Source: an optimization exercise on an open RTL-to-GDS flow (aim: small area). Production flows keep margins and buffers that such runs may drop. No run shown here included a check of the RTL's function; only the layout flow was run.

==> flow/design.v, too long to show whole: its modules and the start of the top module <==
// module FIR_filter: 1550 lines
module FIR_filter(data_in,data_out,reset,CLK,music);
  // ...
==> flow/flow/run.sh <==
#!/bin/bash
# Standard ORFS synthesis, then a netlist pass that re-chooses the polarity
# of the full-adder cells (a full adder is self-dual) to drop the inverters
# Yosys' extract_fa leaves between adders, then the standard layout.
set -euo pipefail
W=$(pwd)
R=$W/orfs/results/$FLOW_PLATFORM/FIR_filter/base
bash standard.sh synth > $W/synth.log 2>&1
cp $R/1_2_yosys.v $W/1_2_yosys.std.v
python3 $W/flow/polar.py $W/1_2_yosys.std.v $W/1_2_yosys.pol.v > $W/polar.log 2>&1
cp $W/1_2_yosys.pol.v $R/1_2_yosys.v
rm -f $R/1_synth.odb $R/1_synth.sdc
export BUFFER_PORTS_ARGS="-buffer_cell sky130_fd_sc_hd__buf_1"
export CTS_ARGS="-sink_clustering_enable -repair_clock_nets -dont_use_dummy_load -buf_list sky130_fd_sc_hd__clkbuf_8 -sink_clustering_size 20 -sink_clustering_max_diameter 70"
bash standard.sh finish > $W/layout.log 2>&1
==> flow/flow/polar.py <==
#!/usr/bin/env python3
"""Re-choose the polarity of full-adder cells in a flat Yosys netlist.

A full adder is self-dual: FA(~a,~b,~c) = (~sum, ~cout).  Yosys' extract_fa
picks each adder's polarity locally, which leaves many inverters between
adders.  This script flips adders (inverting all three inputs and both
outputs) to minimise the number of inverters needed, then rewrites the
netlist with one shared inverter per signal that needs its complement.
The logic function of every net that is used by a non-adder cell, a
register or a port is unchanged.

usage: polar.py in.v out.v
"""
import re, sys, random, os

INV_TYPES = ('sky130_fd_sc_hd__inv_', 'sky130_fd_sc_hd__clkinv_')
FA_TYPE = 'sky130_fd_sc_hd__fa_'
OUT_PINS = {'X', 'Y', 'Q', 'Q_N', 'SUM', 'COUT', 'HI', 'LO'}

src = open(sys.argv[1]).read()
cell_re = re.compile(r'^(\s*)(sky130_fd_sc_hd__\w+)\s+(\\\S+\s|\S+)\s*\((.*?)\);\n', re.S | re.M)
pin_re = re.compile(r'\.(\w+)\(\s*(\\\S+\s|[^()\s]+)\s*\)')


def norm(n):
    return n.strip()


cells = []   # dict(type,name,pins{pin:net}, span)
for m in cell_re.finditer(src):
    pins = {p: norm(n) for p, n in pin_re.findall(m.group(4))}
    cells.append(dict(type=m.group(2), name=m.group(3).strip(), pins=pins, span=m.span(), indent=m.group(1)))

# ports
ports = set()
mod = re.search(r'module\s+\w+\s*\((.*?)\);', src, re.S)
decl = {}
for kind, rng, names in re.findall(r'^\s*(input|output)\s*(\[[^\]]*\])?\s*([^;]+);', src, re.M):
    for nm in names.split(','):
        nm = nm.strip()
        if rng:
            hi, lo = [int(x) for x in rng[1:-1].split(':')]
            for i in range(min(hi, lo), max(hi, lo) + 1):
                ports.add('%s[%d]' % (nm, i))
        ports.add(nm)

driver = {}
for c in cells:
    for p, n in c['pins'].items():
        if p in OUT_PINS:
            driver[n] = c

is_inv = lambda c: c['type'].startswith(INV_TYPES)
is_fa = lambda c: c['type'].startswith(FA_TYPE)


def root(n):
    par = 0
    seen = 0
    while n in driver and is_inv(driver[n]) and n not in ports:
        n = driver[n]['pins']['A']
        par ^= 1
        seen += 1
        if seen > 50: raise Exception('loop')
    return n, par


# inverters whose output is a port stay as they are (treated as ordinary cells)
removable = [c for c in cells if is_inv(c) and c['pins']['Y'] not in ports]
keep_cells = [c for c in cells if not (is_inv(c) and c['pins']['Y'] not in ports)]

fas = [c for c in keep_cells if is_fa(c)]
fa_idx = {id(c): i for i, c in enumerate(fas)}
# fixed FAs: drive a port directly
fixed = set()
for i, c in enumerate(fas):
    if c['pins']['SUM'] in ports or c['pins']['COUT'] in ports:
        fixed.add(i)

# consumers: (root, parity_needed_relative_to_root_value, fa_index or None, cell, pin)
uses = {}   # root -> list of (fa or -1, parity)
consumers = []
for c in keep_cells:
    for p, n in c['pins'].items():
        if p in OUT_PINS: continue
        if p == 'CLK' or p == 'RESET_B' or p == 'SET_B':
            r, par = root(n)
            consumers.append((c, p, r, par, -1))
            uses.setdefault(r, []).append((-1, par))
            continue
        r, par = root(n)
        f = fa_idx.get(id(c), -1)
        consumers.append((c, p, r, par, f))
        uses.setdefault(r, []).append((f, par))

drv_fa = {}
for i, c in enumerate(fas):
    drv_fa[c['pins']['SUM']] = i
    drv_fa[c['pins']['COUT']] = i

flip = [0] * len(fas)


def root_cost(r):
    d = drv_fa.get(r, -1)
    av = flip[d] if d >= 0 else 0
    for f, par in uses.get(r, []):
        need = par ^ (flip[f] if f >= 0 else 0)
        if need != av:
            return 1
    return 0


fa_roots = []
for i, c in enumerate(fas):
    rs = set()
    rs.add(c['pins']['SUM']); rs.add(c['pins']['COUT'])
    for p in ('A', 'B', 'CIN'):
        rs.add(root(c['pins'][p])[0])
    fa_roots.append(rs)


def total():
    return sum(root_cost(r) for r in uses)


before_inv = len(removable)
best = total()
import math
rng = random.Random(12345)
cur = best
best_flip = flip[:]
free = [i for i in range(len(fas)) if i not in fixed]
NIT = int(os.environ.get('POLAR_ITERS', '400000'))
T0 = 1.0
for it in range(NIT):
    T = T0 * (1 - it / NIT) + 0.01
    i = free[rng.randrange(len(free))]
    rs = fa_roots[i]
    c0 = sum(root_cost(r) for r in rs)
    flip[i] ^= 1
    c1 = sum(root_cost(r) for r in rs)
    d = c1 - c0
    if d <= 0 or rng.random() < math.exp(-d / T):
        cur += d
        if cur < best:
            best = cur
            best_flip = flip[:]
    else:
        flip[i] ^= 1
flip[:] = best_flip
# final greedy polish
improved = True
while improved:
    improved = False
    for i in free:
        rs = fa_roots[i]
        c0 = sum(root_cost(r) for r in rs)
        flip[i] ^= 1
        c1 = sum(root_cost(r) for r in rs)
        if c1 < c0: improved = True
        else: flip[i] ^= 1
after = total()

# rewrite
inv_net = {}
new_cells = []
ninv = 0


def inv_of(r):
    global ninv
    if r not in inv_net:
        ninv += 1
        nm = 'pol_n%d' % ninv
        inv_net[r] = nm
        new_cells.append('  sky130_fd_sc_hd__inv_1 pol_i%d (\n    .A(%s),\n    .Y(%s)\n  );\n' % (ninv, esc(r), nm))
    return inv_net[r]


def esc(n):
    return n + ' ' if n.startswith('\\') else n


newpins = {}
for (c, p, r, par, f) in consumers:
    d = drv_fa.get(r, -1)
    av = flip[d] if d >= 0 else 0
    need = par ^ (flip[f] if f >= 0 else 0)
    newpins[(id(c), p)] = r if need == av else inv_of(r)

out = []
pos = 0
for c in cells:
    s, e = c['span']
    out.append(src[pos:s])
    pos = e
    if is_inv(c) and c['pins']['Y'] not in ports:
        continue
    pins = []
    for p, n in c['pins'].items():
        if (id(c), p) in newpins:
            n = newpins[(id(c), p)]
        pins.append('    .%s(%s)' % (p, esc(n)))
    out.append('%s%s %s (\n%s\n  );\n' % (c['indent'], c['type'], esc(c['name']), ',\n'.join(pins)))
tail = src[pos:]
i = tail.rfind('endmodule')
decls = ''.join('  wire %s;\n' % nm for nm in inv_net.values())
out.append(tail[:i] + decls + ''.join(new_cells) + tail[i:])
open(sys.argv[2], 'w').write(''.join(out))
print('fa %d fixed %d; inverters %d -> %d (model %d -> %d)' % (len(fas), len(fixed), before_inv, ninv, best, after))
==> flow/standard.sh <==
#!/bin/bash
# synth_recipe.tcl (not shown) runs the flow's synth.tcl, then flattens the netlist and writes it again
# the make line also repeats each setting of config.mk as NAME=value (left out here)
make -C /OpenROAD-flow-scripts/flow DESIGN_CONFIG=/design/flow/config.mk WORK_HOME=/design/flow/orfs CLKGATE_MAP_FILE= SYNTH_SCRIPT=/design/flow/synth_recipe.tcl "${@:-finish}"
==> flow/config.mk <==
export PLATFORM = sky130hd
export DESIGN_NAME = FIR_filter
export DESIGN_NICKNAME = FIR_filter
export VERILOG_FILES = /design/flow/design.v
export SDC_FILE = /design/flow/constraint.sdc
export NUM_CORES = 4
export LEC_CHECK = 0
export CAP_MARGIN = 20
export CORE_MARGIN = 2
export CORE_UTILIZATION = 65
export CTS_BUF_LIST = sky130_fd_sc_hd__clkbuf_8
export CTS_CLUSTER_DIAMETER = 50
export CTS_CLUSTER_SIZE = 18
export SLEW_MARGIN = 20
==> flow/constraint.sdc <==
create_clock -name core_clock -period 8.0 [get_ports {CLK}]
set_input_delay 1.6000 -clock core_clock [delete_from_list [all_inputs] [get_ports {CLK}]]
set_output_delay 1.6000 -clock core_clock [all_outputs]
set_load 0.01 [all_outputs]
==> out/metrics.yaml, run 1 <==
run_status:
  outcome: "timing/DRC/antenna clean"
sta:
  fmax_mhz: 128
  hold_viol_final: 0
  setup_viol: 0
  setup_ws_ns: 0.204
setup_path:
  reg2reg_slack_ns: 0.20
  worstReg2RegEnd: "cs[23]"
  endpoint_kind: "flop"
  timing.critical_path.required_ns: 8.54
  cp-start-kind: "flop"
  rr_startpoint: "r11[0]"
layout:
  layout_common_cells: "fa_1 (533), dfrtp_1 (350), inv_1 (208), buf_4 (104), fa_2 (61)"
  multi_input_area_share_pct: 53.3
  inv_count: 210
  largest_reg_flops: 46
  final_cells: 1885
  nonClkBufAreaFrac_pct: 4.10
  clk_share_pct: 1.57
detailed_routing:
  drtAntennaViolNets: 0
  dr.first_iter.drc_count: 432
  wl_um: 45900
  met2WireLength_um: 23900
  num_vias: 9966
  top_layer_used: "met4"
grt:
  busiest_layer: "met2"
clocking:
  htreeDepth: 1
floorplan:
  fp-row-count: 68
  die_y_um: 191
  io_pins: 51
logic_synthesis:
  post_synth.cell_area_avg_um2: 17.8
==> inputs of run 2 (changes only) <==
--- a/flow/design.v
+++ b/flow/design.v
@@ -1174,377 +1174,377 @@
 wire s1107 = s1099 ^ c1056 ^ c1058;
 wire c1108 = (s1099 & c1056) | (s1099 & c1058) | (c1056 & c1058);
 wire s1109 = s1101 ^ s1103 ^ c1060;
 wire c1110 = (s1101 & s1103) | (s1101 & c1060) | (s1103 & c1060);
 wire s1111 = s1105 ^ c1062 ^ s1107;
 wire c1112 = (s1105 & c1062) | (s1105 & s1107) | (c1062 & s1107);
 wire s1113 = c1064 ^ s1109 ^ c1066;
 wire c1114 = (c1064 & s1109) | (c1064 & c1066) | (s1109 & c1066);
-wire s1115 = s1111 ^ c1068 ^ s1113;
-wire c1116 = (s1111 & c1068) | (s1111 & s1113) | (c1068 & s1113);
-wire s1117 = 1'b1 ^ s83 ^ n502;
-wire c1118 = (1'b1 & s83) | (1'b1 & n502) | (s83 & n502);
-wire s1119 = c1070 ^ n560 ^ s183;
-wire c1120 = (c1070 & n560) | (c1070 & s183) | (n560 & s183);
-wire s1121 = c1072 ^ s369 ^ s1117;
-wire c1122 = (c1072 & s369) | (c1072 & s1117) | (s369 & s1117);
-wire s1123 = s233 ^ c1074 ^ s1119;
-wire c1124 = (s233 & c1074) | (s233 & s1119) | (c1074 & s1119);
-wire s1125 = s1121 ^ s337 ^ c1076;
-wire c1126 = (s1121 & s337) | (s1121 & c1076) | (s337 & c1076);
-wire s1127 = n487 ^ s1123 ^ n523;
-wire c1128 = (n487 & s1123) | (n487 & n523) | (s1123 & n523);
-wire s1129 = c1078 ^ s61 ^ s429;
-wire c1130 = (c1078 & s61) | (c1078 & s429) | (s61 & s429);
-wire s1131 = c1080 ^ s1125 ^ c1082;
-wire c1132 = (c1080 & s1125) | (c1080 & c1082) | (s1125 & c1082);
-wire s1133 = s1127 ^ c32 ^ c224;
-wire c1134 = (s1127 & c32) | (s1127 & c224) | (c32 & c224);
-wire s1135 = s95 ^ s341 ^ c1084;
-wire c1136 = (s95 & s341) | (s95 & c1084) | (s341 & c1084);
-wire s1137 = s1129 ^ n565 ^ c1086;
-wire c1138 = (s1129 & n565) | (s1129 & c1086) | (n565 & c1086);
-wire s1139 = s1131 ^ c1088 ^ c1090;
-wire c1140 = (s1131 & c1088) | (s1131 & c1090) | (c1088 & c1090);
-wire s1141 = s1133 ^ s433 ^ c1092;
-wire c1142 = (s1133 & s433) | (s1133 & c1092) | (s433 & c1092);
-wire s1143 = s1135 ^ n556 ^ c1094;
-wire c1144 = (s1135 & n556) | (s1135 & c1094) | (n556 & c1094);
-wire s1145 = s1137 ^ s1139 ^ c1096;
-wire c1146 = (s1137 & s1139) | (s1137 & c1096) | (s1139 & c1096);
-wire s1147 = n558 ^ c310 ^ s1141;
-wire c1148 = (n558 & c310) | (n558 & s1141) | (c310 & s1141);
-wire s1149 = c1098 ^ s1143 ^ c1100;
-wire c1150 = (c1098 & s1143) | (c1098 & c1100) | (s1143 & c1100);
-wire s1151 = c1102 ^ s1145 ^ c1104;
-wire c1152 = (c1102 & s1145) | (c1102 & c1104) | (s1145 & c1104);
-wire s1153 = s1147 ^ c1106 ^ s1149;
-wire c1154 = (s1147 & c1106) | (s1147 & s1149) | (c1106 & s1149);
-wire s1155 = c1108 ^ s1151 ^ c1110;
-wire c1156 = (c1108 & s1151) | (c1108 & c1110) | (s1151 & c1110);
-wire s1157 = s1153 ^ c1112 ^ s1155;
-wire c1158 = (s1153 & c1112) | (s1153 & s1155) | (c1112 & s1155);
-wire s1159 = c1114 ^ s1157 ^ c1116;
-wire c1160 = (c1114 & s1157) | (c1114 & c1116) | (s1157 & c1116);
-wire s1161 = s437 ^ n559 ^ s85;
-wire c1162 = (s437 & n559) | (s437 & s85) | (n559 & s85);
-wire s1163 = s1161 ^ n503 ^ c1118;
-wire c1164 = (s1161 & n503) | (s1161 & c1118) | (n503 & c1118);
-wire s1165 = n561 ^ s185 ^ c1120;
-wire c1166 = (n561 & s185) | (n561 & c1120) | (s185 & c1120);
-wire s1167 = s371 ^ c1122 ^ s1163;
-wire c1168 = (s371 & c1122) | (s371 & s1163) | (c1122 & s1163);
-wire s1169 = s235 ^ c1124 ^ s1165;
-wire c1170 = (s235 & c1124) | (s235 & s1165) | (c1124 & s1165);
-wire s1171 = s1167 ^ s339 ^ c1126;
-wire c1172 = (s1167 & s339) | (s1167 & c1126) | (s339 & c1126);
-wire s1173 = n488 ^ s1169 ^ n524;
-wire c1174 = (n488 & s1169) | (n488 & n524) | (s1169 & n524);
-wire s1175 = c1128 ^ c96 ^ s63;
-wire c1176 = (c1128 & c96) | (c1128 & s63) | (c96 & s63);
-wire s1177 = s431 ^ c1130 ^ s1171;
-wire c1178 = (s431 & c1130) | (s431 & s1171) | (c1130 & s1171);
-wire s1179 = c1132 ^ s1173 ^ c1134;
-wire c1180 = (c1132 & s1173) | (c1132 & c1134) | (s1173 & c1134);
-wire s1181 = s343 ^ c1136 ^ s1175;
-wire c1182 = (s343 & c1136) | (s343 & s1175) | (c1136 & s1175);
-wire s1183 = n566 ^ c1138 ^ s1177;
-wire c1184 = (n566 & c1138) | (n566 & s1177) | (c1138 & s1177);
-wire s1185 = c1140 ^ s1179 ^ s435;
-wire c1186 = (c1140 & s1179) | (c1140 & s435) | (s1179 & s435);
-wire s1187 = c1142 ^ s1181 ^ n557;
-wire c1188 = (c1142 & s1181) | (c1142 & n557) | (s1181 & n557);
-wire s1189 = c1144 ^ s1183 ^ c1146;
-wire c1190 = (c1144 & s1183) | (c1144 & c1146) | (s1183 & c1146);
-wire s1191 = s1185 ^ c1148 ^ s1187;
-wire c1192 = (s1185 & c1148) | (s1185 & s1187) | (c1148 & s1187);
-wire s1193 = c1150 ^ s1189 ^ c1152;
-wire c1194 = (c1150 & s1189) | (c1150 & c1152) | (s1189 & c1152);
-wire s1195 = s1191 ^ c1154 ^ s1193;
-wire c1196 = (s1191 & c1154) | (s1191 & s1193) | (c1154 & s1193);
-wire s1197 = c1156 ^ s1195 ^ c1158;
-wire c1198 = (c1156 & s1195) | (c1156 & c1158) | (s1195 & c1158);
-wire s1199 = 1'b1 ^ s439 ^ n560;
-wire c1200 = (1'b1 & s439) | (1'b1 & n560) | (s439 & n560);
-wire s1201 = s87 ^ c1162 ^ s1199;
-wire c1202 = (s87 & c1162) | (s87 & s1199) | (c1162 & s1199);
-wire s1203 = n504 ^ c1164 ^ n562;
-wire c1204 = (n504 & c1164) | (n504 & n562) | (c1164 & n562);
-wire s1205 = s1201 ^ s187 ^ c1166;
-wire c1206 = (s1201 & s187) | (s1201 & c1166) | (s187 & c1166);
-wire s1207 = s373 ^ c1168 ^ s1203;
-wire c1208 = (s373 & c1168) | (s373 & s1203) | (c1168 & s1203);
-wire s1209 = s237 ^ c1170 ^ s1205;
-wire c1210 = (s237 & c1170) | (s237 & s1205) | (c1170 & s1205);
-wire s1211 = s1207 ^ c64 ^ s341;
-wire c1212 = (s1207 & c64) | (s1207 & s341) | (c64 & s341);
-wire s1213 = c1172 ^ n489 ^ s1209;
-wire c1214 = (c1172 & n489) | (c1172 & s1209) | (n489 & s1209);
-wire s1215 = n525 ^ c1174 ^ c1176;
-wire c1216 = (n525 & c1174) | (n525 & c1176) | (c1174 & c1176);
-wire s1217 = s433 ^ c1178 ^ s1211;
-wire c1218 = (s433 & c1178) | (s433 & s1211) | (c1178 & s1211);
-wire s1219 = s1213 ^ c1180 ^ c436;
-wire c1220 = (s1213 & c1180) | (s1213 & c436) | (c1180 & c436);
-wire s1221 = s345 ^ s1215 ^ c1182;
-wire c1222 = (s345 & s1215) | (s345 & c1182) | (s1215 & c1182);
-wire s1223 = n558 ^ n567 ^ s1217;
-wire c1224 = (n558 & n567) | (n558 & s1217) | (n567 & s1217);
-wire s1225 = c1184 ^ c1186 ^ s1219;
-wire c1226 = (c1184 & c1186) | (c1184 & s1219) | (c1186 & s1219);
-wire s1227 = s1221 ^ c1188 ^ s1223;
-wire c1228 = (s1221 & c1188) | (s1221 & s1223) | (c1188 & s1223);
-wire s1229 = c1190 ^ s1225 ^ c1192;
-wire c1230 = (c1190 & s1225) | (c1190 & c1192) | (s1225 & c1192);
-wire s1231 = s1227 ^ c1194 ^ s1229;
-wire c1232 = (s1227 & c1194) | (s1227 & s1229) | (c1194 & s1229);
-wire s1233 = c1196 ^ s1231 ^ c1198;
-wire c1234 = (c1196 & s1231) | (c1196 & c1198) | (s1231 & c1198);
-wire s1235 = s437 ^ s441 ^ c1200;
-wire c1236 = (s437 & s441) | (s437 & c1200) | (s441 & c1200);
-wire s1237 = n561 ^ s89 ^ c1202;
-wire c1238 = (n561 & s89) | (n561 & c1202) | (s89 & c1202);
-wire s1239 = s1235 ^ n505 ^ n563;
-wire c1240 = (s1235 & n505) | (s1235 & n563) | (n505 & n563);
-wire s1241 = c1204 ^ s1237 ^ s189;
-wire c1242 = (c1204 & s1237) | (c1204 & s189) | (s1237 & s189);
-wire s1243 = c1206 ^ s375 ^ c1208;
-wire c1244 = (c1206 & s375) | (c1206 & c1208) | (s375 & c1208);
-wire s1245 = s1239 ^ s239 ^ n490;
-wire c1246 = (s1239 & s239) | (s1239 & n490) | (s239 & n490);
-wire s1247 = c1210 ^ s1241 ^ s1243;
-wire c1248 = (c1210 & s1241) | (c1210 & s1243) | (s1241 & s1243);
-wire s1249 = s343 ^ c1212 ^ s1245;
-wire c1250 = (s343 & c1212) | (s343 & s1245) | (c1212 & s1245);
-wire s1251 = c1214 ^ n526 ^ s1247;
-wire c1252 = (c1214 & n526) | (c1214 & s1247) | (n526 & s1247);
-wire s1253 = c346 ^ c1216 ^ s435;
-wire c1254 = (c346 & c1216) | (c346 & s435) | (c1216 & s435);
-wire s1255 = n568 ^ c1218 ^ s1249;
-wire c1256 = (n568 & c1218) | (n568 & s1249) | (c1218 & s1249);
-wire s1257 = s1251 ^ c1220 ^ c1222;
-wire c1258 = (s1251 & c1220) | (s1251 & c1222) | (c1220 & c1222);
-wire s1259 = s1253 ^ c1224 ^ s1255;
-wire c1260 = (s1253 & c1224) | (s1253 & s1255) | (c1224 & s1255);
-wire s1261 = c1226 ^ s1257 ^ c1228;
-wire c1262 = (c1226 & s1257) | (c1226 & c1228) | (s1257 & c1228);
-wire s1263 = s1259 ^ c1230 ^ s1261;
-wire c1264 = (s1259 & c1230) | (s1259 & s1261) | (c1230 & s1261);
-wire s1265 = 1'b1 ^ s241 ^ s439;
-wire c1266 = (1'b1 & s241) | (1'b1 & s439) | (s241 & s439);
-wire s1267 = s1265 ^ s443 ^ c1236;
-wire c1268 = (s1265 & s443) | (s1265 & c1236) | (s443 & c1236);
-wire s1269 = n562 ^ s91 ^ c1238;
-wire c1270 = (n562 & s91) | (n562 & c1238) | (s91 & c1238);
-wire s1271 = s1267 ^ n506 ^ n564;
-wire c1272 = (s1267 & n506) | (s1267 & n564) | (n506 & n564);
-wire s1273 = c1240 ^ s1269 ^ c240;
-wire c1274 = (c1240 & s1269) | (c1240 & c240) | (s1269 & c240);
-wire s1275 = s191 ^ c1242 ^ s377;
-wire c1276 = (s191 & c1242) | (s191 & s377) | (c1242 & s377);
-wire s1277 = c1244 ^ s1271 ^ s1273;
-wire c1278 = (c1244 & s1271) | (c1244 & s1273) | (s1271 & s1273);
-wire s1279 = c1246 ^ s1275 ^ c1248;
-wire c1280 = (c1246 & s1275) | (c1246 & c1248) | (s1275 & c1248);
-wire s1281 = c436 ^ s345 ^ s1277;
-wire c1282 = (c436 & s345) | (c436 & s1277) | (s345 & s1277);
-wire s1283 = c1250 ^ n527 ^ c1252;
-wire c1284 = (c1250 & n527) | (c1250 & c1252) | (n527 & c1252);
-wire s1285 = s1279 ^ c1254 ^ s1281;
-wire c1286 = (s1279 & c1254) | (s1279 & s1281) | (c1254 & s1281);
-wire s1287 = c1256 ^ s1283 ^ c1258;
-wire c1288 = (c1256 & s1283) | (c1256 & c1258) | (s1283 & c1258);
-wire s1289 = s1285 ^ c1260 ^ s1287;
-wire c1290 = (s1285 & c1260) | (s1285 & s1287) | (c1260 & s1287);
-wire s1291 = c1262 ^ s1289 ^ c1264;
-wire c1292 = (c1262 & s1289) | (c1262 & c1264) | (s1289 & c1264);
-wire s1293 = 1'b1 ^ s243 ^ c1266;
-wire c1294 = (1'b1 & s243) | (1'b1 & c1266) | (s243 & c1266);
-wire s1295 = s441 ^ s1293 ^ s445;
-wire c1296 = (s441 & s1293) | (s441 & s445) | (s1293 & s445);
-wire s1297 = c1268 ^ n563 ^ s93;
-wire c1298 = (c1268 & n563) | (c1268 & s93) | (n563 & s93);
-wire s1299 = s1295 ^ c1270 ^ c192;
-wire c1300 = (s1295 & c1270) | (s1295 & c192) | (c1270 & c192);
-wire s1301 = s1297 ^ n507 ^ n565;
-wire c1302 = (s1297 & n507) | (s1297 & n565) | (n507 & n565);
-wire s1303 = c1272 ^ c1274 ^ s1299;
-wire c1304 = (c1272 & c1274) | (c1272 & s1299) | (c1274 & s1299);
-wire s1305 = s379 ^ c1276 ^ s1301;
-wire c1306 = (s379 & c1276) | (s379 & s1301) | (c1276 & s1301);
-wire s1307 = c346 ^ c1278 ^ s1303;
-wire c1308 = (c346 & c1278) | (c346 & s1303) | (c1278 & s1303);
-wire s1309 = n528 ^ s1305 ^ c1280;
-wire c1310 = (n528 & s1305) | (n528 & c1280) | (s1305 & c1280);
-wire s1311 = c1282 ^ s1307 ^ c1284;
-wire c1312 = (c1282 & s1307) | (c1282 & c1284) | (s1307 & c1284);
-wire s1313 = s1309 ^ c1286 ^ s1311;
-wire c1314 = (s1309 & c1286) | (s1309 & s1311) | (c1286 & s1311);
-wire s1315 = c1288 ^ s1313 ^ c1290;
-wire c1316 = (c1288 & s1313) | (c1288 & c1290) | (s1313 & c1290);
-wire s1317 = s245 ^ c1294 ^ s443;
-wire c1318 = (s245 & c1294) | (s245 & s443) | (c1294 & s443);
-wire s1319 = s1317 ^ s447 ^ c1296;
-wire c1320 = (s1317 & s447) | (s1317 & c1296) | (s447 & c1296);
-wire s1321 = n564 ^ s95 ^ c1298;
-wire c1322 = (n564 & s95) | (n564 & c1298) | (s95 & c1298);
-wire s1323 = n508 ^ s1319 ^ c1300;
-wire c1324 = (n508 & s1319) | (n508 & c1300) | (s1319 & c1300);
-wire s1325 = s1321 ^ n566 ^ c1302;
-wire c1326 = (s1321 & n566) | (s1321 & c1302) | (n566 & c1302);
-wire s1327 = c1304 ^ s1323 ^ s381;
-wire c1328 = (c1304 & s1323) | (c1304 & s381) | (s1323 & s381);
-wire s1329 = s1325 ^ c1306 ^ c1308;
-wire c1330 = (s1325 & c1306) | (s1325 & c1308) | (c1306 & c1308);
-wire s1331 = s1327 ^ c1310 ^ s1329;
-wire c1332 = (s1327 & c1310) | (s1327 & s1329) | (c1310 & s1329);
-wire s1333 = c1312 ^ s1331 ^ c1314;
-wire c1334 = (c1312 & s1331) | (c1312 & c1314) | (s1331 & c1314);
-wire s1335 = s247 ^ s445 ^ c1318;
-wire c1336 = (s247 & s445) | (s247 & c1318) | (s445 & c1318);
-wire s1337 = s1335 ^ c96 ^ s449;
-wire c1338 = (s1335 & c96) | (s1335 & s449) | (c96 & s449);
-wire s1339 = c1320 ^ n565 ^ c1322;
-wire c1340 = (c1320 & n565) | (c1320 & c1322) | (n565 & c1322);
-wire s1341 = s1337 ^ c1324 ^ c382;
-wire c1342 = (s1337 & c1324) | (s1337 & c382) | (c1324 & c382);
-wire s1343 = s1339 ^ n567 ^ c1326;
-wire c1344 = (s1339 & n567) | (s1339 & c1326) | (n567 & c1326);
-wire s1345 = c1328 ^ s1341 ^ s1343;
-wire c1346 = (c1328 & s1341) | (c1328 & s1343) | (s1341 & s1343);
-wire s1347 = c1330 ^ s1345 ^ c1332;
-wire c1348 = (c1330 & s1345) | (c1330 & c1332) | (s1345 & c1332);
-wire s1349 = 1'b1 ^ s249 ^ s447;
-wire c1350 = (1'b1 & s249) | (1'b1 & s447) | (s249 & s447);
-wire s1351 = c1336 ^ s1349 ^ s451;
-wire c1352 = (c1336 & s1349) | (c1336 & s451) | (s1349 & s451);
-wire s1353 = c1338 ^ n566 ^ c1340;
-wire c1354 = (c1338 & n566) | (c1338 & c1340) | (n566 & c1340);
-wire s1355 = n568 ^ s1351 ^ c1342;
-wire c1356 = (n568 & s1351) | (n568 & c1342) | (s1351 & c1342);
-wire s1357 = s1353 ^ c1344 ^ s1355;
-wire c1358 = (s1353 & c1344) | (s1353 & s1355) | (c1344 & s1355);
-wire s1359 = c1346 ^ s1357 ^ c1348;
-wire c1360 = (c1346 & s1357) | (c1346 & c1348) | (s1357 & c1348);
-wire s1361 = s251 ^ s449 ^ c1350;
-wire c1362 = (s251 & s449) | (s251 & c1350) | (s449 & c1350);
-wire s1363 = s1361 ^ s453 ^ c1352;
-wire c1364 = (s1361 & s453) | (s1361 & c1352) | (s453 & c1352);
-wire s1365 = n567 ^ c1354 ^ s1363;
-wire c1366 = (n567 & c1354) | (n567 & s1363) | (c1354 & s1363);
-wire s1367 = c1356 ^ s1365 ^ c1358;
-wire c1368 = (c1356 & s1365) | (c1356 & c1358) | (s1365 & c1358);
-wire s1369 = 1'b1 ^ s253 ^ s451;
-wire c1370 = (1'b1 & s253) | (1'b1 & s451) | (s253 & s451);
-wire s1371 = c1362 ^ c454 ^ n568;
-wire c1372 = (c1362 & c454) | (c1362 & n568) | (c454 & n568);
-wire s1373 = s1369 ^ c1364 ^ s1371;
-wire c1374 = (s1369 & c1364) | (s1369 & s1371) | (c1364 & s1371);
-wire s1375 = c1366 ^ s1373 ^ c1368;
-wire c1376 = (c1366 & s1373) | (c1366 & c1368) | (s1373 & c1368);
-wire s1377 = s255 ^ s453 ^ c1370;
-wire c1378 = (s255 & s453) | (s255 & c1370) | (s453 & c1370);
-wire s1379 = c1372 ^ s1377 ^ c1374;
-wire c1380 = (c1372 & s1377) | (c1372 & c1374) | (s1377 & c1374);
-wire s1381 = 1'b1 ^ c256 ^ c454;
-wire c1382 = (1'b1 & c256) | (1'b1 & c454) | (c256 & c454);
-wire s1383 = s1381 ^ c1378 ^ c1380;
-wire c1384 = (s1381 & c1378) | (s1381 & c1380) | (c1378 & c1380);
-wire s1385 = n529 ^ s569;
-wire c1386 = n529 & s569;
-wire s1387 = s575 ^ c1386;
-wire c1388 = s575 & c1386;
-wire s1389 = s581 ^ s583 ^ c1388;
-wire c1390 = (s581 & s583) | (s581 & c1388) | (s583 & c1388);
-wire s1391 = s591 ^ s593 ^ c1390;
-wire c1392 = (s591 & s593) | (s591 & c1390) | (s593 & c1390);
-wire s1393 = s609 ^ c1392;
-wire c1394 = s609 & c1392;
-wire s1395 = s629 ^ c1394;
-wire c1396 = s629 & c1394;
-wire s1397 = s653 ^ c1396;
-wire c1398 = s653 & c1396;
-wire s1399 = s679 ^ c1398;
-wire c1400 = s679 & c1398;
-wire s1401 = s713 ^ c1400;
-wire c1402 = s713 & c1400;
-wire s1403 = s753 ^ c1402;
-wire c1404 = s753 & c1402;
-wire s1405 = c754 ^ s793 ^ c1404;
-wire c1406 = (c754 & s793) | (c754 & c1404) | (s793 & c1404);
-reg [45:0] cs;
+wire s1115 = 1'b1 ^ s83 ^ n502;
+wire c1116 = (1'b1 & s83) | (1'b1 & n502) | (s83 & n502);
+wire s1117 = c1070 ^ n560 ^ s183;
+wire c1118 = (c1070 & n560) | (c1070 & s183) | (n560 & s183);
+wire s1119 = c1072 ^ s369 ^ s1115;
+wire c1120 = (c1072 & s369) | (c1072 & s1115) | (s369 & s1115);
+wire s1121 = s233 ^ c1074 ^ s1117;
+wire c1122 = (s233 & c1074) | (s233 & s1117) | (c1074 & s1117);
+wire s1123 = s1119 ^ s337 ^ c1076;
+wire c1124 = (s1119 & s337) | (s1119 & c1076) | (s337 & c1076);
+wire s1125 = n487 ^ s1121 ^ n523;
+wire c1126 = (n487 & s1121) | (n487 & n523) | (s1121 & n523);
+wire s1127 = c1078 ^ s61 ^ s429;
+wire c1128 = (c1078 & s61) | (c1078 & s429) | (s61 & s429);
+wire s1129 = c1080 ^ s1123 ^ c1082;
+wire c1130 = (c1080 & s1123) | (c1080 & c1082) | (s1123 & c1082);
+wire s1131 = s1125 ^ c32 ^ c224;
+wire c1132 = (s1125 & c32) | (s1125 & c224) | (c32 & c224);
+wire s1133 = s95 ^ s341 ^ c1084;
+wire c1134 = (s95 & s341) | (s95 & c1084) | (s341 & c1084);
+wire s1135 = s1127 ^ n565 ^ c1086;
+wire c1136 = (s1127 & n565) | (s1127 & c1086) | (n565 & c1086);
+wire s1137 = s1129 ^ c1088 ^ c1090;
+wire c1138 = (s1129 & c1088) | (s1129 & c1090) | (c1088 & c1090);
+wire s1139 = s1131 ^ s433 ^ c1092;
+wire c1140 = (s1131 & s433) | (s1131 & c1092) | (s433 & c1092);
+wire s1141 = s1133 ^ n556 ^ c1094;
+wire c1142 = (s1133 & n556) | (s1133 & c1094) | (n556 & c1094);
+wire s1143 = s1135 ^ s1137 ^ c1096;
+wire c1144 = (s1135 & s1137) | (s1135 & c1096) | (s1137 & c1096);
+wire s1145 = n558 ^ c310 ^ s1139;
+wire c1146 = (n558 & c310) | (n558 & s1139) | (c310 & s1139);
+wire s1147 = c1098 ^ s1141 ^ c1100;
+wire c1148 = (c1098 & s1141) | (c1098 & c1100) | (s1141 & c1100);
+wire s1149 = c1102 ^ s1143 ^ c1104;
+wire c1150 = (c1102 & s1143) | (c1102 & c1104) | (s1143 & c1104);
+wire s1151 = s1145 ^ c1106 ^ s1147;
+wire c1152 = (s1145 & c1106) | (s1145 & s1147) | (c1106 & s1147);
+wire s1153 = c1108 ^ s1149 ^ c1110;
+wire c1154 = (c1108 & s1149) | (c1108 & c1110) | (s1149 & c1110);
+wire s1155 = s1151 ^ c1112 ^ s1153;
+wire c1156 = (s1151 & c1112) | (s1151 & s1153) | (c1112 & s1153);
+wire s1157 = s437 ^ n559 ^ s85;
+wire c1158 = (s437 & n559) | (s437 & s85) | (n559 & s85);
+wire s1159 = s1157 ^ n503 ^ c1116;
+wire c1160 = (s1157 & n503) | (s1157 & c1116) | (n503 & c1116);
+wire s1161 = n561 ^ s185 ^ c1118;
+wire c1162 = (n561 & s185) | (n561 & c1118) | (s185 & c1118);
+wire s1163 = s371 ^ c1120 ^ s1159;
+wire c1164 = (s371 & c1120) | (s371 & s1159) | (c1120 & s1159);
+wire s1165 = s235 ^ c1122 ^ s1161;
+wire c1166 = (s235 & c1122) | (s235 & s1161) | (c1122 & s1161);
+wire s1167 = s1163 ^ s339 ^ c1124;
+wire c1168 = (s1163 & s339) | (s1163 & c1124) | (s339 & c1124);
+wire s1169 = n488 ^ s1165 ^ n524;
+wire c1170 = (n488 & s1165) | (n488 & n524) | (s1165 & n524);
+wire s1171 = c1126 ^ c96 ^ s63;
+wire c1172 = (c1126 & c96) | (c1126 & s63) | (c96 & s63);
+wire s1173 = s431 ^ c1128 ^ s1167;
+wire c1174 = (s431 & c1128) | (s431 & s1167) | (c1128 & s1167);
+wire s1175 = c1130 ^ s1169 ^ c1132;
+wire c1176 = (c1130 & s1169) | (c1130 & c1132) | (s1169 & c1132);
+wire s1177 = s343 ^ c1134 ^ s1171;
+wire c1178 = (s343 & c1134) | (s343 & s1171) | (c1134 & s1171);
+wire s1179 = n566 ^ c1136 ^ s1173;
+wire c1180 = (n566 & c1136) | (n566 & s1173) | (c1136 & s1173);
+wire s1181 = c1138 ^ s1175 ^ s435;
+wire c1182 = (c1138 & s1175) | (c1138 & s435) | (s1175 & s435);
+wire s1183 = c1140 ^ s1177 ^ n557;
+wire c1184 = (c1140 & s1177) | (c1140 & n557) | (s1177 & n557);
+wire s1185 = c1142 ^ s1179 ^ c1144;
+wire c1186 = (c1142 & s1179) | (c1142 & c1144) | (s1179 & c1144);
+wire s1187 = s1181 ^ c1146 ^ s1183;
+wire c1188 = (s1181 & c1146) | (s1181 & s1183) | (c1146 & s1183);
+wire s1189 = c1148 ^ s1185 ^ c1150;
+wire c1190 = (c1148 & s1185) | (c1148 & c1150) | (s1185 & c1150);
+wire s1191 = s1187 ^ c1152 ^ s1189;
+wire c1192 = (s1187 & c1152) | (s1187 & s1189) | (c1152 & s1189);
+wire s1193 = 1'b1 ^ s439 ^ n560;
+wire c1194 = (1'b1 & s439) | (1'b1 & n560) | (s439 & n560);
+wire s1195 = s87 ^ c1158 ^ s1193;
+wire c1196 = (s87 & c1158) | (s87 & s1193) | (c1158 & s1193);
+wire s1197 = n504 ^ c1160 ^ n562;
+wire c1198 = (n504 & c1160) | (n504 & n562) | (c1160 & n562);
+wire s1199 = s1195 ^ s187 ^ c1162;
+wire c1200 = (s1195 & s187) | (s1195 & c1162) | (s187 & c1162);
+wire s1201 = s373 ^ c1164 ^ s1197;
+wire c1202 = (s373 & c1164) | (s373 & s1197) | (c1164 & s1197);
+wire s1203 = s237 ^ c1166 ^ s1199;
+wire c1204 = (s237 & c1166) | (s237 & s1199) | (c1166 & s1199);
+wire s1205 = s1201 ^ c64 ^ s341;
+wire c1206 = (s1201 & c64) | (s1201 & s341) | (c64 & s341);
+wire s1207 = c1168 ^ n489 ^ s1203;
+wire c1208 = (c1168 & n489) | (c1168 & s1203) | (n489 & s1203);
+wire s1209 = n525 ^ c1170 ^ c1172;
+wire c1210 = (n525 & c1170) | (n525 & c1172) | (c1170 & c1172);
+wire s1211 = s433 ^ c1174 ^ s1205;
+wire c1212 = (s433 & c1174) | (s433 & s1205) | (c1174 & s1205);
+wire s1213 = s1207 ^ c1176 ^ c436;
+wire c1214 = (s1207 & c1176) | (s1207 & c436) | (c1176 & c436);
+wire s1215 = s345 ^ s1209 ^ c1178;
+wire c1216 = (s345 & s1209) | (s345 & c1178) | (s1209 & c1178);
+wire s1217 = n558 ^ n567 ^ s1211;
+wire c1218 = (n558 & n567) | (n558 & s1211) | (n567 & s1211);
+wire s1219 = c1180 ^ c1182 ^ s1213;
+wire c1220 = (c1180 & c1182) | (c1180 & s1213) | (c1182 & s1213);
+wire s1221 = s1215 ^ c1184 ^ s1217;
+wire c1222 = (s1215 & c1184) | (s1215 & s1217) | (c1184 & s1217);
+wire s1223 = c1186 ^ s1219 ^ c1188;
+wire c1224 = (c1186 & s1219) | (c1186 & c1188) | (s1219 & c1188);
+wire s1225 = s1221 ^ c1190 ^ s1223;
+wire c1226 = (s1221 & c1190) | (s1221 & s1223) | (c1190 & s1223);
+wire s1227 = s437 ^ s441 ^ c1194;
+wire c1228 = (s437 & s441) | (s437 & c1194) | (s441 & c1194);
+wire s1229 = n561 ^ s89 ^ c1196;
+wire c1230 = (n561 & s89) | (n561 & c1196) | (s89 & c1196);
+wire s1231 = s1227 ^ n505 ^ n563;
+wire c1232 = (s1227 & n505) | (s1227 & n563) | (n505 & n563);
+wire s1233 = c1198 ^ s1229 ^ s189;
+wire c1234 = (c1198 & s1229) | (c1198 & s189) | (s1229 & s189);
+wire s1235 = c1200 ^ s375 ^ c1202;
+wire c1236 = (c1200 & s375) | (c1200 & c1202) | (s375 & c1202);
+wire s1237 = s1231 ^ s239 ^ n490;
+wire c1238 = (s1231 & s239) | (s1231 & n490) | (s239 & n490);
+wire s1239 = c1204 ^ s1233 ^ s1235;
+wire c1240 = (c1204 & s1233) | (c1204 & s1235) | (s1233 & s1235);
+wire s1241 = s343 ^ c1206 ^ s1237;
+wire c1242 = (s343 & c1206) | (s343 & s1237) | (c1206 & s1237);
+wire s1243 = c1208 ^ n526 ^ s1239;
+wire c1244 = (c1208 & n526) | (c1208 & s1239) | (n526 & s1239);
+wire s1245 = c346 ^ c1210 ^ s435;
+wire c1246 = (c346 & c1210) | (c346 & s435) | (c1210 & s435);
+wire s1247 = n568 ^ c1212 ^ s1241;
+wire c1248 = (n568 & c1212) | (n568 & s1241) | (c1212 & s1241);
+wire s1249 = s1243 ^ c1214 ^ c1216;
+wire c1250 = (s1243 & c1214) | (s1243 & c1216) | (c1214 & c1216);
+wire s1251 = s1245 ^ c1218 ^ s1247;
+wire c1252 = (s1245 & c1218) | (s1245 & s1247) | (c1218 & s1247);
+wire s1253 = c1220 ^ s1249 ^ c1222;
+wire c1254 = (c1220 & s1249) | (c1220 & c1222) | (s1249 & c1222);
+wire s1255 = s1251 ^ c1224 ^ s1253;
+wire c1256 = (s1251 & c1224) | (s1251 & s1253) | (c1224 & s1253);
+wire s1257 = 1'b1 ^ s241 ^ s439;
+wire c1258 = (1'b1 & s241) | (1'b1 & s439) | (s241 & s439);
+wire s1259 = s1257 ^ s443 ^ c1228;
+wire c1260 = (s1257 & s443) | (s1257 & c1228) | (s443 & c1228);
+wire s1261 = n562 ^ s91 ^ c1230;
+wire c1262 = (n562 & s91) | (n562 & c1230) | (s91 & c1230);
+wire s1263 = s1259 ^ n506 ^ n564;
+wire c1264 = (s1259 & n506) | (s1259 & n564) | (n506 & n564);
+wire s1265 = c1232 ^ s1261 ^ c240;
+wire c1266 = (c1232 & s1261) | (c1232 & c240) | (s1261 & c240);
+wire s1267 = s191 ^ c1234 ^ s377;
+wire c1268 = (s191 & c1234) | (s191 & s377) | (c1234 & s377);
+wire s1269 = c1236 ^ s1263 ^ s1265;
+wire c1270 = (c1236 & s1263) | (c1236 & s1265) | (s1263 & s1265);
+wire s1271 = c1238 ^ s1267 ^ c1240;
+wire c1272 = (c1238 & s1267) | (c1238 & c1240) | (s1267 & c1240);
+wire s1273 = c436 ^ s345 ^ s1269;
+wire c1274 = (c436 & s345) | (c436 & s1269) | (s345 & s1269);
+wire s1275 = c1242 ^ n527 ^ c1244;
+wire c1276 = (c1242 & n527) | (c1242 & c1244) | (n527 & c1244);
+wire s1277 = s1271 ^ c1246 ^ s1273;
+wire c1278 = (s1271 & c1246) | (s1271 & s1273) | (c1246 & s1273);
+wire s1279 = c1248 ^ s1275 ^ c1250;
+wire c1280 = (c1248 & s1275) | (c1248 & c1250) | (s1275 & c1250);
+wire s1281 = s1277 ^ c1252 ^ s1279;
+wire c1282 = (s1277 & c1252) | (s1277 & s1279) | (c1252 & s1279);
+wire s1283 = 1'b1 ^ s243 ^ c1258;
+wire c1284 = (1'b1 & s243) | (1'b1 & c1258) | (s243 & c1258);
+wire s1285 = s441 ^ s1283 ^ s445;
+wire c1286 = (s441 & s1283) | (s441 & s445) | (s1283 & s445);
+wire s1287 = c1260 ^ n563 ^ s93;
+wire c1288 = (c1260 & n563) | (c1260 & s93) | (n563 & s93);
+wire s1289 = s1285 ^ c1262 ^ c192;
+wire c1290 = (s1285 & c1262) | (s1285 & c192) | (c1262 & c192);
+wire s1291 = s1287 ^ n507 ^ n565;
+wire c1292 = (s1287 & n507) | (s1287 & n565) | (n507 & n565);
+wire s1293 = c1264 ^ c1266 ^ s1289;
+wire c1294 = (c1264 & c1266) | (c1264 & s1289) | (c1266 & s1289);
+wire s1295 = s379 ^ c1268 ^ s1291;
+wire c1296 = (s379 & c1268) | (s379 & s1291) | (c1268 & s1291);
+wire s1297 = c346 ^ c1270 ^ s1293;
+wire c1298 = (c346 & c1270) | (c346 & s1293) | (c1270 & s1293);
+wire s1299 = n528 ^ s1295 ^ c1272;
+wire c1300 = (n528 & s1295) | (n528 & c1272) | (s1295 & c1272);
+wire s1301 = c1274 ^ s1297 ^ c1276;
+wire c1302 = (c1274 & s1297) | (c1274 & c1276) | (s1297 & c1276);
+wire s1303 = s1299 ^ c1278 ^ s1301;
+wire c1304 = (s1299 & c1278) | (s1299 & s1301) | (c1278 & s1301);
+wire s1305 = c1280 ^ s1303 ^ c1282;
+wire c1306 = (c1280 & s1303) | (c1280 & c1282) | (s1303 & c1282);
+wire s1307 = s245 ^ c1284 ^ s443;
+wire c1308 = (s245 & c1284) | (s245 & s443) | (c1284 & s443);
+wire s1309 = s1307 ^ s447 ^ c1286;
+wire c1310 = (s1307 & s447) | (s1307 & c1286) | (s447 & c1286);
+wire s1311 = n564 ^ s95 ^ c1288;
+wire c1312 = (n564 & s95) | (n564 & c1288) | (s95 & c1288);
+wire s1313 = n508 ^ s1309 ^ c1290;
+wire c1314 = (n508 & s1309) | (n508 & c1290) | (s1309 & c1290);
+wire s1315 = s1311 ^ n566 ^ c1292;
+wire c1316 = (s1311 & n566) | (s1311 & c1292) | (n566 & c1292);
+wire s1317 = c1294 ^ s1313 ^ s381;
+wire c1318 = (c1294 & s1313) | (c1294 & s381) | (s1313 & s381);
+wire s1319 = s1315 ^ c1296 ^ c1298;
+wire c1320 = (s1315 & c1296) | (s1315 & c1298) | (c1296 & c1298);
+wire s1321 = s1317 ^ c1300 ^ s1319;
+wire c1322 = (s1317 & c1300) | (s1317 & s1319) | (c1300 & s1319);
+wire s1323 = c1302 ^ s1321 ^ c1304;
+wire c1324 = (c1302 & s1321) | (c1302 & c1304) | (s1321 & c1304);
+wire s1325 = s247 ^ s445 ^ c1308;
+wire c1326 = (s247 & s445) | (s247 & c1308) | (s445 & c1308);
+wire s1327 = s1325 ^ c96 ^ s449;
+wire c1328 = (s1325 & c96) | (s1325 & s449) | (c96 & s449);
+wire s1329 = c1310 ^ n565 ^ c1312;
+wire c1330 = (c1310 & n565) | (c1310 & c1312) | (n565 & c1312);
+wire s1331 = s1327 ^ c1314 ^ c382;
+wire c1332 = (s1327 & c1314) | (s1327 & c382) | (c1314 & c382);
+wire s1333 = s1329 ^ n567 ^ c1316;
+wire c1334 = (s1329 & n567) | (s1329 & c1316) | (n567 & c1316);
+wire s1335 = c1318 ^ s1331 ^ s1333;
+wire c1336 = (c1318 & s1331) | (c1318 & s1333) | (s1331 & s1333);
+wire s1337 = c1320 ^ s1335 ^ c1322;
+wire c1338 = (c1320 & s1335) | (c1320 & c1322) | (s1335 & c1322);
+wire s1339 = 1'b1 ^ s249 ^ s447;
+wire c1340 = (1'b1 & s249) | (1'b1 & s447) | (s249 & s447);
+wire s1341 = c1326 ^ s1339 ^ s451;
+wire c1342 = (c1326 & s1339) | (c1326 & s451) | (s1339 & s451);
+wire s1343 = c1328 ^ n566 ^ c1330;
+wire c1344 = (c1328 & n566) | (c1328 & c1330) | (n566 & c1330);
+wire s1345 = n568 ^ s1341 ^ c1332;
+wire c1346 = (n568 & s1341) | (n568 & c1332) | (s1341 & c1332);
+wire s1347 = s1343 ^ c1334 ^ s1345;
+wire c1348 = (s1343 & c1334) | (s1343 & s1345) | (c1334 & s1345);
+wire s1349 = c1336 ^ s1347 ^ c1338;
+wire c1350 = (c1336 & s1347) | (c1336 & c1338) | (s1347 & c1338);
+wire s1351 = s251 ^ s449 ^ c1340;
+wire c1352 = (s251 & s449) | (s251 & c1340) | (s449 & c1340);
+wire s1353 = s1351 ^ s453 ^ c1342;
+wire c1354 = (s1351 & s453) | (s1351 & c1342) | (s453 & c1342);
+wire s1355 = n567 ^ c1344 ^ s1353;
+wire c1356 = (n567 & c1344) | (n567 & s1353) | (c1344 & s1353);
+wire s1357 = c1346 ^ s1355 ^ c1348;
+wire c1358 = (c1346 & s1355) | (c1346 & c1348) | (s1355 & c1348);
+wire s1359 = 1'b1 ^ s253 ^ s451;
+wire c1360 = (1'b1 & s253) | (1'b1 & s451) | (s253 & s451);
+wire s1361 = c1352 ^ c454 ^ n568;
+wire c1362 = (c1352 & c454) | (c1352 & n568) | (c454 & n568);
+wire s1363 = s1359 ^ c1354 ^ s1361;
+wire c1364 = (s1359 & c1354) | (s1359 & s1361) | (c1354 & s1361);
+wire s1365 = c1356 ^ s1363 ^ c1358;
+wire c1366 = (c1356 & s1363) | (c1356 & c1358) | (s1363 & c1358);
+wire s1367 = s255 ^ s453 ^ c1360;
+wire c1368 = (s255 & s453) | (s255 & c1360) | (s453 & c1360);
+wire s1369 = c1362 ^ s1367 ^ c1364;
+wire c1370 = (c1362 & s1367) | (c1362 & c1364) | (s1367 & c1364);
+wire s1371 = 1'b1 ^ c256 ^ c454;
+wire c1372 = (1'b1 & c256) | (1'b1 & c454) | (c256 & c454);
+wire s1373 = s1371 ^ c1368 ^ c1370;
+wire c1374 = (s1371 & c1368) | (s1371 & c1370) | (c1368 & c1370);
+wire s1375 = n529 ^ s569;
+wire c1376 = n529 & s569;
+wire s1377 = s575 ^ c1376;
+wire c1378 = s575 & c1376;
+wire s1379 = s581 ^ s583 ^ c1378;
+wire c1380 = (s581 & s583) | (s581 & c1378) | (s583 & c1378);
+wire s1381 = s591 ^ s593 ^ c1380;
+wire c1382 = (s591 & s593) | (s591 & c1380) | (s593 & c1380);
+wire s1383 = s609 ^ c1382;
+wire c1384 = s609 & c1382;
+wire s1385 = s629 ^ c1384;
+wire c1386 = s629 & c1384;
+wire s1387 = s653 ^ c1386;
+wire c1388 = s653 & c1386;
+wire s1389 = s679 ^ c1388;
+wire c1390 = s679 & c1388;
+wire s1391 = s713 ^ c1390;
+wire c1392 = s713 & c1390;
+wire s1393 = s753 ^ c1392;
+wire c1394 = s753 & c1392;
+reg [51:0] cs;
 always @(posedge CLK or negedge reset)
-  if (!reset) cs <= 46'd0;
-  else cs <= {c1384,c1382,s1383,s1379,c1376,s1375,s1367,c1360,s1359,s1347,c1334,s1333,c1316,s1315,c1292,s1291,c1234,s1263,c1232,s1233,s1197,c1160,s1159,s1115,s1067,c1020,s1019,c972,s971,s923,c878,s877,c1406,s833,c794,s1405,s1403,s1401,s1399,s1397,s1395,s1393,s1391,s1389,s1387,s1385};
-wire s1409 = cs[11] ^ cs[12] ^ cs[13];
-wire c1410 = (cs[11] & cs[12]) | (cs[11] & cs[13]) | (cs[12] & cs[13]);
-wire s1411 = cs[27] ^ cs[28] ^ cs[29];
-wire c1412 = (cs[27] & cs[28]) | (cs[27] & cs[29]) | (cs[28] & cs[29]);
-wire s1413 = cs[14] ^ c1410;
-wire c1414 = cs[14] & c1410;
-wire s1415 = cs[15] ^ cs[16] ^ c1414;
-wire c1416 = (cs[15] & cs[16]) | (cs[15] & c1414) | (cs[16] & c1414);
-wire s1417 = cs[17] ^ c1416;
-wire c1418 = cs[17] & c1416;
-wire s1419 = cs[18] ^ cs[19] ^ c1418;
-wire c1420 = (cs[18] & cs[19]) | (cs[18] & c1418) | (cs[19] & c1418);
-wire s1421 = cs[20] ^ cs[21] ^ c1420;
-wire c1422 = (cs[20] & cs[21]) | (cs[20] & c1420) | (cs[21] & c1420);
-wire s1423 = cs[22] ^ c1422;
-wire c1424 = cs[22] & c1422;
-wire s1425 = cs[23] ^ c1424;
-wire c1426 = cs[23] & c1424;
-wire s1427 = cs[24] ^ cs[25] ^ c1426;
-wire c1428 = (cs[24] & cs[25]) | (cs[24] & c1426) | (cs[25] & c1426);
-wire s1429 = cs[30] ^ c1412;
-wire c1430 = cs[30] & c1412;
-wire s1431 = cs[31] ^ cs[32] ^ c1430;
-wire c1432 = (cs[31] & cs[32]) | (cs[31] & c1430) | (cs[32] & c1430);
-wire s1433 = cs[33] ^ cs[34] ^ c1432;
-wire c1434 = (cs[33] & cs[34]) | (cs[33] & c1432) | (cs[34] & c1432);
-wire s1435 = cs[35] ^ cs[36] ^ c1434;
-wire c1436 = (cs[35] & cs[36]) | (cs[35] & c1434) | (cs[36] & c1434);
-wire y1437 = cs[26] ^ c1428;
-wire t1438 = c1428 & cs[26];
-wire y1439 = s1411 ^ t1438;
-wire p1440 = cs[26] & s1411;
+  if (!reset) cs <= 52'd0;
+  else cs <= {c1374,c1372,s1373,s1369,c1366,s1365,s1357,c1350,s1349,s1337,c1324,s1323,c1306,s1305,c1256,s1281,c1254,s1255,c1226,s1225,c1192,c1156,s1191,c1154,s1155,c1114,s1113,c1068,s1111,s1067,c1020,s1019,c972,s971,s923,c878,s877,s833,c794,c1394,s793,c754,s1393,s1391,s1389,s1387,s1385,s1383,s1381,s1379,s1377,s1375};
+wire s1397 = cs[10] ^ cs[11] ^ cs[12];
+wire c1398 = (cs[10] & cs[11]) | (cs[10] & cs[12]) | (cs[11] & cs[12]);
+wire s1399 = cs[13] ^ cs[14] ^ c1398;
+wire c1400 = (cs[13] & cs[14]) | (cs[13] & c1398) | (cs[14] & c1398);
+wire s1401 = cs[23] ^ cs[24] ^ cs[25];
+wire c1402 = (cs[23] & cs[24]) | (cs[23] & cs[25]) | (cs[24] & cs[25]);
+wire s1403 = cs[26] ^ cs[27] ^ c1402;
+wire c1404 = (cs[26] & cs[27]) | (cs[26] & c1402) | (cs[27] & c1402);
+wire s1405 = cs[28] ^ cs[29] ^ cs[30];
+wire c1406 = (cs[28] & cs[29]) | (cs[28] & cs[30]) | (cs[29] & cs[30]);
+wire s1407 = cs[31] ^ cs[32] ^ c1406;
+wire c1408 = (cs[31] & cs[32]) | (cs[31] & c1406) | (cs[32] & c1406);
+wire s1409 = cs[33] ^ cs[34] ^ c1408;
+wire c1410 = (cs[33] & cs[34]) | (cs[33] & c1408) | (cs[34] & c1408);
+wire s1411 = cs[35] ^ cs[36] ^ cs[37];
+wire c1412 = (cs[35] & cs[36]) | (cs[35] & cs[37]) | (cs[36] & cs[37]);
+wire s1413 = cs[15] ^ c1400;
+wire c1414 = cs[15] & c1400;
+wire s1415 = cs[16] ^ cs[17] ^ c1414;
+wire c1416 = (cs[16] & cs[17]) | (cs[16] & c1414) | (cs[17] & c1414);
+wire s1417 = cs[18] ^ c1416;
+wire c1418 = cs[18] & c1416;
+wire s1419 = cs[19] ^ cs[20] ^ c1418;
+wire c1420 = (cs[19] & cs[20]) | (cs[19] & c1418) | (cs[20] & c1418);
+wire s1421 = cs[21] ^ cs[22] ^ c1420;
+wire c1422 = (cs[21] & cs[22]) | (cs[21] & c1420) | (cs[22] & c1420);
+wire s1423 = s1401 ^ c1422;
+wire c1424 = s1401 & c1422;
+wire s1425 = s1403 ^ c1424;
+wire c1426 = s1403 & c1424;
+wire s1427 = c1404 ^ s1405 ^ c1426;
+wire c1428 = (c1404 & s1405) | (c1404 & c1426) | (s1405 & c1426);
+wire s1429 = c1410 ^ s1411;
+wire c1430 = c1410 & s1411;
+wire s1431 = cs[38] ^ c1412 ^ c1430;
+wire c1432 = (cs[38] & c1412) | (cs[38] & c1430) | (c1412 & c1430);
+wire s1433 = cs[39] ^ cs[40] ^ c1432;
+wire c1434 = (cs[39] & cs[40]) | (cs[39] & c1432) | (cs[40] & c1432);
+wire s1435 = cs[41] ^ cs[42] ^ c1434;
+wire c1436 = (cs[41] & cs[42]) | (cs[41] & c1434) | (cs[42] & c1434);
+wire y1437 = s1407 ^ c1428;
+wire t1438 = c1428 & s1407;
+wire y1439 = s1409 ^ t1438;
+wire p1440 = s1407 & s1409;
 wire t1441 = c1428 & p1440;
 wire y1442 = s1429 ^ t1441;
 wire p1443 = p1440 & s1429;
 wire t1444 = c1428 & p1443;
 wire y1445 = s1431 ^ t1444;
 wire p1446 = p1443 & s1431;
 wire t1447 = c1428 & p1446;
 wire y1448 = s1433 ^ t1447;
 wire p1449 = p1446 & s1433;
 wire t1450 = c1428 & p1449;
 wire y1451 = s1435 ^ t1450;
 wire p1452 = p1449 & s1435;
 wire k1453 = c1436 | (c1428 & p1452);
-wire s1454 = cs[38] ^ cs[39];
-wire c1455 = cs[38] & cs[39];
-wire s1456 = cs[40] ^ c1455;
-wire c1457 = cs[40] & c1455;
-wire s1458 = cs[41] ^ cs[42] ^ c1457;
-wire c1459 = (cs[41] & cs[42]) | (cs[41] & c1457) | (cs[42] & c1457);
-wire s1460 = cs[43] ^ c1459;
-wire c1461 = cs[43] & c1459;
-wire s1462 = cs[44] ^ cs[45] ^ c1461;
-wire c1463 = (cs[44] & cs[45]) | (cs[44] & c1461) | (cs[45] & c1461);
-wire y1464 = cs[37] ^ k1453;
-wire t1465 = k1453 & cs[37];
+wire s1454 = cs[44] ^ cs[45];
+wire c1455 = cs[44] & cs[45];
+wire s1456 = cs[46] ^ c1455;
+wire c1457 = cs[46] & c1455;
+wire s1458 = cs[47] ^ cs[48] ^ c1457;
+wire c1459 = (cs[47] & cs[48]) | (cs[47] & c1457) | (cs[48] & c1457);
+wire s1460 = cs[49] ^ c1459;
+wire c1461 = cs[49] & c1459;
+wire s1462 = cs[50] ^ cs[51] ^ c1461;
+wire c1463 = (cs[50] & cs[51]) | (cs[50] & c1461) | (cs[51] & c1461);
+wire y1464 = cs[43] ^ k1453;
+wire t1465 = k1453 & cs[43];
 wire y1466 = s1454 ^ t1465;
-wire p1467 = cs[37] & s1454;
+wire p1467 = cs[43] & s1454;
 wire t1468 = k1453 & p1467;
 wire y1469 = s1456 ^ t1468;
 wire p1470 = p1467 & s1456;
 wire t1471 = k1453 & p1470;
 wire y1472 = s1458 ^ t1471;
 wire p1473 = p1470 & s1458;
 wire t1474 = k1453 & p1473;
 wire y1475 = s1460 ^ t1474;
 wire p1476 = p1473 & s1460;
 wire t1477 = k1453 & p1476;
 wire y1478 = s1462 ^ t1477;
 wire p1479 = p1476 & s1462;
-assign data_out = {y1478,y1475,y1472,y1469,y1466,y1464,y1451,y1448,y1445,y1442,y1439,y1437,s1427,s1425,s1423,s1421,s1419,s1417,s1415,s1413,s1409,cs[10],cs[9],cs[8],cs[7],cs[6],cs[5],cs[4],cs[3],cs[2],cs[1],cs[0]};
+assign data_out = {y1478,y1475,y1472,y1469,y1466,y1464,y1451,y1448,y1445,y1442,y1439,y1437,s1427,s1425,s1423,s1421,s1419,s1417,s1415,s1413,s1399,s1397,cs[9],cs[8],cs[7],cs[6],cs[5],cs[4],cs[3],cs[2],cs[1],cs[0]};
 endmodule
==> run 2 against run 1 <==
  * Critical path depth shrank 3
  * Fmax up 1.9%
  * Clock skew rose by 0.0080 ns
  * Largest cell class unchanged
  * Critical endpoint is now cs[9]
  * Sequential cell count up 6
  * Worst setup slack gained 0.14 ns
  * Sequential share of layout area increased by 2.0 points
  * Cell area down 3.8%
  * Area after synthesis is 0.24% higher
==> out/metrics.yaml, run 2 <==
clocking:
  cts_setup_buffers: 0
  cts_buffer_depth: 3
  insertion_delay_ns: 0.63
  root_buffer: "clkbuf_8"
  cts_resized: 0
  clock_sinks: 356
  cts_tree: "built"
  htreeDepth: 1  # unchanged
  path_clk_slew_ns: 0.11
  cts_inserted_buffers: 26
  ctsHoldBuffers: 0
grt:
  grt_use_total_pct: 26.8
  grt_pass1_wl_um: 68300
  grt_overflow: 0
  grt_pass1_vias: 11900
  grt_start_max_net_pins: 180
  antenna_found_initial: 0
placed_design:
  gp_congestion: 0.908
  placement.io_buffers: 49
  dpl.hpwl_um: 38100
  dp_cells: 1737
sta:
  setup_viol: 0  # unchanged
  fin_skew_ns: 0.0746
  hold_viol_final: 0  # unchanged
  worst_pin_slew_ns: 1.03
  period_needed_ns: 7.65
  fin_tns_setup_ns: 0
  report.final.slew_viol_count: 0
  fmax_mhz: 131  # +1.9%
  holdWs_ns: 0.339
  max_slew_margin_pct: 31.4
  rsz0062_at_grt: "false"
  timing.final.crit_share_pct: 95.7
setup_path:
  ff2ff_path_depth: 15
  worstReg2RegEnd: "cs[9]"
  cp.arrival_ns: 8.14
  reg2reg_slack_ns: 0.35  # +0.14 ns
  timing.critical_path.required_ns: 8.49  # -0.05 ns
  worstSetupPathType: "reg -> reg"
  cp-start-kind: "flop"
  endpoint_kind: "flop"
  rr_startpoint: "r9[0]"
  cp_max_fo: 3
detailed_routing:
  num_vias: 9446  # -5.2%
  drt_first_pass_iters: 4
  dr.first_iter.drc_count: 479  # +11%
  wl_um: 43400  # -5.6%
  drtAntennaViolNets: 0  # unchanged
  drcViolationCount: 0
  vias_per_cell: 5.36
  drt-wirelength-per-cell_um: 24.6
floorplan:
  design.core.area_um2: 34500
  fp-row-count: 68  # unchanged
  die_area_um2: 36500
  die_x_um: 191
  start_util_pct: 65.9
  io_pins: 51  # unchanged
  die_y_um: 191  # +0.12%
layout:
  final_common_cell: "fa_1"
  area_growth_pct: 4.05
  final_cells: 1763  # -6.5%
  postLayoutCoreUtil_pct: 68.6
  layout_common_cells: "fa_1 (594), dfrtp_1 (356), inv_1 (182), ha_1 (59), buf_1 (48)"
  largest_reg_flops: 52  # +13%
  regMostFlops: "cs"
  layout.nets: 1982
  fillCellCount: 2350
  drive_gt1_share_pct: 2.68
  diodes: 0
run_status:
  outcome: "timing/DRC/antenna clean"
worst_hold_path:
  hold_depth: 0
  worstHoldStart: "r2[15]"
  hp-class: "reg -> reg"
  hold_path_end: "r3[15]"
logic_synthesis:
  netlist_area_um2: 22800
  synth_warnings: 1
  post_synth.cell_area_avg_um2: 18.0  # +1.6%
  synthesis.nets: 1934
  netlist_instances: 1262
run:
  maxCapViolCount: 0
## run 2: how the worst max path moves through the flow
stage,from,end,slack (ns),depth (start not counted)
after floorplan,r9[0],cs[9],0.82,15
after detailed placement,r9[0],cs[9],0.38,15
after global placement,r9[0],cs[9],0.42,15
after global routing,r9[0],cs[9],0.15,15
final,r9[0],cs[9],0.35,15
after CTS,r9[0],cs[9],0.31,15
## run 2: critical path, cell delays in order, from the launching register on
cell and delay, ns:
dfrtp_1 0.41, ha_1 0.22, fa_1 0.58, fa_1 0.47, fa_1 0.47, fa_1 0.48, fa_1 0.48, fa_1 0.48
fa_1 0.49, fa_1 0.48, fa_1 0.70, fa_1 0.49, fa_1 0.48, fa_1 0.58, fa_1 0.43, ha_1 0.28
## run 2: layout make-up
class	instances	area [um2]	area share (%)
clock buffer	26	358	1.51
inverter	182	683	2.88
multi-input combinational	692	12900	54.6
sequential	356	8910	37.6
tap	455	569	2.40
timing repair buffer	52	235	0.993
## run 2: per-layer routing
| layer | global-route usage, % | part of all wire, % | vias up |
|---|---|---|---|
| met5 | 0 | 0 | - |
| met2 | 45.2 | 53 | 174 |
| met1 | 38.5 | 40 | 5440 |
| li1 | - | - | 3774 |
| met3 | 3.47 | 4.7 | 58 |
| met4 | 5.92 | 2.2 | 0 |
## run 2: per-stage QoR
stage / cell area, um2 / setup slack (ns)
finish: 23700 / 0.348
global route: 23700 / 0.155
CTS: 23700 / 0.309
detailed placement: 23300 / 0.377
global placement: 23300 / 0.423
floorplan: 22800 / 0.824

==> afterwards: timing with drivers on the ports <==
Ports are ideal in the flow. The routed layouts listed here were re-timed in OpenROAD. Step 1 assumes that a clkbuf_16 drives the clock port and a buf_2 every other input. Step 2 adds t to the input delays and takes it off the output delays; t is the mean of the earliest and latest rising clock arrival at the registers after step 1. Input paths then give back, and output paths get back, about the clock's delay inside the block. a / b / c = ideal ports / drivers / drivers and shift; a / b = the first two.
| run | shift t [ns] | setup WS [ns] | worst hold slack (ns) | worst setup path at the end | worst register clock-pin slew, ns |
|---|---|---|---|---|---|
| run 1 | 0.668 | 0.204 / 0.204 / 0.204 | 0.334 / 0.334 / 0.334 | register to register | 0.11 / 0.11 |
| run 2 | 0.645 | 0.348 / 0.348 / 0.348 | 0.339 / 0.339 / 0.339 | register to register | 0.12 / 0.12 |
After both steps setup and hold are still met in every run listed.
